What follows belongs to an exercise in optimizing a design on an open flow for small area and a short achievable clock period; a production flow would make more cautious choices. In this exercise RTL edits were held to simulation tests only and were not proved equivalent to the original. Power and IR drop assume default switching activity.

==> inputs of trial 37 <==
// alu_top
module alu_top (
    input   CLK,rst,
    input   [3 : 0] ALU_FUNC,
    input   [15 : 0] A,
    input   [15 : 0] B,
    output  [31 : 0] Arith_OUT, Logic_OUT, CMP_OUT,Shift_OUT,
    output  Carry_OUT, Arith_Flag, Logic_Flag, CMP_Flag, Shift_Flag
);
Settings: LEC_CHECK=0, ABC_AREA=0, CAP_MARGIN=20, CORE_MARGIN=2, CORE_UTILIZATION=40, CTS_BUF_LIST=sky130_fd_sc_hd__clkbuf_4 sky130_fd_sc_hd__clkbuf_8, SLEW_MARGIN=20, SYNTH_HIERARCHICAL=1, SYNTH_MINIMUM_KEEP_SIZE=0; clock period 130.0 ns.
standard.sh (not shown) runs the stock make flow with config.mk's settings and CLKGATE_MAP_FILE= SYNTH_SCRIPT=/design/flow/synth_recipe.tcl, a recipe that flattens the netlist after the stock synthesis.
==> flow/flow/run.sh <==
#!/bin/bash
# The standard layout with four changes:
# * synthesis maps the divider modules (Div_Unit, Div_Step_*) with flow/abc_div.script
#   and every other module with flow/abc_other.script (ORFS's area and speed ABC
#   scripts without their "buffer -c" step, whose buffers placement removes anyway;
#   the other modules are not resized either).
#   Everything else in synthesis is the standard synthesis (synth_recipe.tcl).
# * the port buffers are the smallest buffer cell (sky130_fd_sc_hd__buf_1).
# * tie cells are not split per load (SKIP_REPAIR_TIE_FANOUT), so the constant
#   outputs share their tie cells.
# * floorplan's resize-only timing repair aims at more setup slack (see below).
set -euo pipefail
HERE=$(pwd)
DIV="$HERE/flow/abc_div.script"
OTHER="$HERE/flow/abc_other.script"
# ORFS's synth.tcl with its one abc call split in two
sed "s|^  log_cmd abc {\*}\$abc_args\$|  log_cmd abc {*}[lreplace \$abc_args 1 1 $DIV] Div_Unit Div_Step_*\n  log_cmd abc {*}[lreplace \$abc_args 1 1 $OTHER]|" \
    "$FLOW_HOME/scripts/synth.tcl" > "$HERE/synth_mixed.tcl"
grep -q "abc_div.script\] Div_Unit" "$HERE/synth_mixed.tcl"
# The standard flow's synthesis script, sourcing that synth.tcl
sed "s|source \$::env(SCRIPTS_DIR)/synth.tcl|source $HERE/synth_mixed.tcl|" synth_recipe.tcl > "$HERE/mixed_synth.tcl"
grep -q "source $HERE/synth_mixed.tcl" "$HERE/mixed_synth.tcl"
# The standard layout command, with that synthesis script
sed "s|SYNTH_SCRIPT=[^ ]*|SYNTH_SCRIPT=$HERE/mixed_synth.tcl|" standard.sh > "$HERE/mixed_standard.sh"
grep -q "SYNTH_SCRIPT=$HERE/mixed_synth.tcl" "$HERE/mixed_standard.sh"
export BUFFER_PORTS_ARGS="-buffer_cell sky130_fd_sc_hd__buf_1"
export SKIP_REPAIR_TIE_FANOUT=1
# Floorplan's timing repair only resizes gates and swaps pins (no buffering); ask it
# for more setup slack than the design has, so it sizes up the slowest paths.  The
# later steps run with the default margin.
SETUP_SLACK_MARGIN=${FLOORPLAN_SETUP_MARGIN:-90} bash "$HERE/mixed_standard.sh" synth floorplan > standard_floorplan.log 2>&1
bash "$HERE/mixed_standard.sh" > standard.log 2>&1
==> flow/flow/abc_div.script <==
strash
dch
map -B 0.9
topo
stime -c
upsize -c
dnsize -c
==> flow/flow/abc_other.script <==
&get -n
&st
&dch
&nf
&st
&syn2
&if -g -K 6
&synch2
&nf
&st
&syn2
&if -g -K 6
&synch2
&nf
&st
&syn2
&if -g -K 6
&synch2
&nf
&st
&syn2
&if -g -K 6
&synch2
&nf
&st
&syn2
&if -g -K 6
&synch2
&nf
&put
==> trial 5 (differences from trial 37) <==
--- a/flow/flow/run.sh
+++ b/flow/flow/run.sh
@@ -28,5 +28,5 @@
 # Floorplan's timing repair only resizes gates and swaps pins (no buffering); ask it
 # for more setup slack than the design has, so it sizes up the slowest paths.  The
 # later steps run with the default margin.
-SETUP_SLACK_MARGIN=${FLOORPLAN_SETUP_MARGIN:-90} bash "$HERE/mixed_standard.sh" synth floorplan > standard_floorplan.log 2>&1
+SETUP_SLACK_MARGIN=${FLOORPLAN_SETUP_MARGIN:-93} bash "$HERE/mixed_standard.sh" synth floorplan > standard_floorplan.log 2>&1
 bash "$HERE/mixed_standard.sh" > standard.log 2>&1
==> notes <==
- Synthesized cell count is the same in trial 5 and trial 37.
- Count of clock-buffer cells in the layout: trial 5 is lower than trial 37 (2).
- Die area is the same in trial 5 and trial 37.
- Against trial 37, the global-route usage of trial 5 is higher by 0.40 points.
- In trial 5 the combinational power is larger than in trial 37, by about 3%.
- Trial 5 produced a clean layout. Trial 37 went through all stages and came out clean.
- Between trial 5 and trial 37, the lower fmax is in trial 37 (gap 1.6%, measured against trial 37).
- Between trial 5 and trial 37, the lower final area is in trial 37 (gap about 1.8%, measured against trial 37).


==> run a: inputs <==
Another version of the RTL of alu_top (not shown whole).
clock: 130.0 ns
lec_check: 0
abc_area: 0
cap_margin: 20
core_margin: 2
core_utilization: 40
cts_buf_list: sky130_fd_sc_hd__clkbuf_4 sky130_fd_sc_hd__clkbuf_8
slew_margin: 20
synth_hierarchical: 1
synth_minimum_keep_size: 0
==> flow/flow/run.sh <==
#!/bin/bash
# The standard layout with two changes:
# * synthesis maps the divider modules (Div_Unit, Div_Step_*) with flow/abc_div.script
#   and every other module with flow/abc_other.script (ORFS's area and speed ABC
#   scripts without their "buffer -c" step, whose buffers placement removes anyway).
#   Everything else in synthesis is the standard synthesis (synth_recipe.tcl).
# * the port buffers are the smallest buffer cell (sky130_fd_sc_hd__buf_1).
set -euo pipefail
HERE=$(pwd)
DIV="$HERE/flow/abc_div.script"
OTHER="$HERE/flow/abc_other.script"
# ORFS's synth.tcl with its one abc call split in two
sed "s|^  log_cmd abc {\*}\$abc_args\$|  log_cmd abc {*}[lreplace \$abc_args 1 1 $DIV] Div_Unit Div_Step_*\n  log_cmd abc {*}[lreplace \$abc_args 1 1 $OTHER]|" \
    "$FLOW_HOME/scripts/synth.tcl" > "$HERE/synth_mixed.tcl"
grep -q "abc_div.script\] Div_Unit" "$HERE/synth_mixed.tcl"
# The standard flow's synthesis script, sourcing that synth.tcl
sed "s|source \$::env(SCRIPTS_DIR)/synth.tcl|source $HERE/synth_mixed.tcl|" synth_recipe.tcl > "$HERE/mixed_synth.tcl"
grep -q "source $HERE/synth_mixed.tcl" "$HERE/mixed_synth.tcl"
# The standard layout command, with that synthesis script
sed "s|SYNTH_SCRIPT=[^ ]*|SYNTH_SCRIPT=$HERE/mixed_synth.tcl|" standard.sh > "$HERE/mixed_standard.sh"
grep -q "SYNTH_SCRIPT=$HERE/mixed_synth.tcl" "$HERE/mixed_standard.sh"
export BUFFER_PORTS_ARGS="-buffer_cell sky130_fd_sc_hd__buf_1"
bash "$HERE/mixed_standard.sh" > standard.log 2>&1
==> flow/flow/abc_other.script <==
&get -n
&st
&dch
&nf
&st
&syn2
&if -g -K 6
&synch2
&nf
&st
&syn2
&if -g -K 6
&synch2
&nf
&st
&syn2
&if -g -K 6
&synch2
&nf
&st
&syn2
&if -g -K 6
&synch2
&nf
&st
&syn2
&if -g -K 6
&synch2
&nf
&put
topo
stime -c
upsize -c
dnsize -c
Scripts as last shown in full above: flow/flow/abc_div.script
==> run b (differences from run a) <==
==> flow/flow/run.sh (replaced) <==
#!/bin/bash
# The standard layout, with the port buffers made of the smallest buffer
# cell (sky130_fd_sc_hd__buf_1), and timing repair asked to leave 92 ns of setup
# slack at the design's clock period, so that it sizes up the critical paths.
set -euo pipefail
export BUFFER_PORTS_ARGS="-buffer_cell sky130_fd_sc_hd__buf_1"
export SETUP_SLACK_MARGIN=92
bash standard.sh > standard.log 2>&1
- ABC_AREA: 0 -> 1
- CTS_BUF_LIST: sky130_fd_sc_hd__clkbuf_4 sky130_fd_sc_hd__clkbuf_8 -> unset
removed: flow/flow/abc_div.script
removed: flow/flow/abc_other.script
==> comparison table <==
| metric | run b | run a |
|---|---|---|
| P_leak | 12.2 nW | 8.56 nW |
| Setup slack of the critical path after layout | 89560 ps | 87980 ps |
| Plain + repair buffers | 389 | 163 |
| Net switching fraction of the power | 0.532 | 0.528 |
| Share of layout cells above drive strength 1 | 0.307 | 0.110 |
| Area taken by multi-input logic gates | 17400 um2 | 14900 um2 |
| Vias per cell | 5.21 | 5.16 |
| Run status | no timing/DRC/antenna violations | no timing/DRC/antenna violations |
| M1 WL | 28.3 mm | 23.7 mm |
| Post-route insts no fill | 3913 | 3262 |
| Power density over cell area | 12.9 nW/um2 | 13.7 nW/um2 |
| Syn-to-layout area delta | 27.0% | 8.19% |
| Inverters, non-clock | 347 | 281 |

port drivers added, routing unchanged:
How much do the figures lean on ideal ports? The routed layouts below were timed once more, with nothing changed but the port constraints.
Step 1 assumes that a clkbuf_16 drives the clock port and a buf_2 every other input.
Step 2 adds t to the input delays and takes it off the output delays; t is the mean of the earliest and latest rising clock arrival at the registers after step 1. Input paths then give back, and output paths get back, about the clock's delay inside the block.
Slacks: ideal / step 1 / step 2; pairs: ideal / step 1.
run | shift t [ns] | setup slack, ns | worst setup path after step 2
trial 37 | 0.413 | 87.506 / 87.522 / 87.109 | input to register
trial 5 | 0.422 | 88.157 / 88.172 / 87.750 | input to register
run a | 0.426 | 87.981 / 87.994 / 87.568 | input to register
run b | 0.390 | 89.561 / 89.581 / 89.191 | input to register
After both steps every run listed still meets setup and hold. For run a, which loses most, drivers alone change the setup slack by +0.013 ns; drivers and shift together by -0.413 ns.
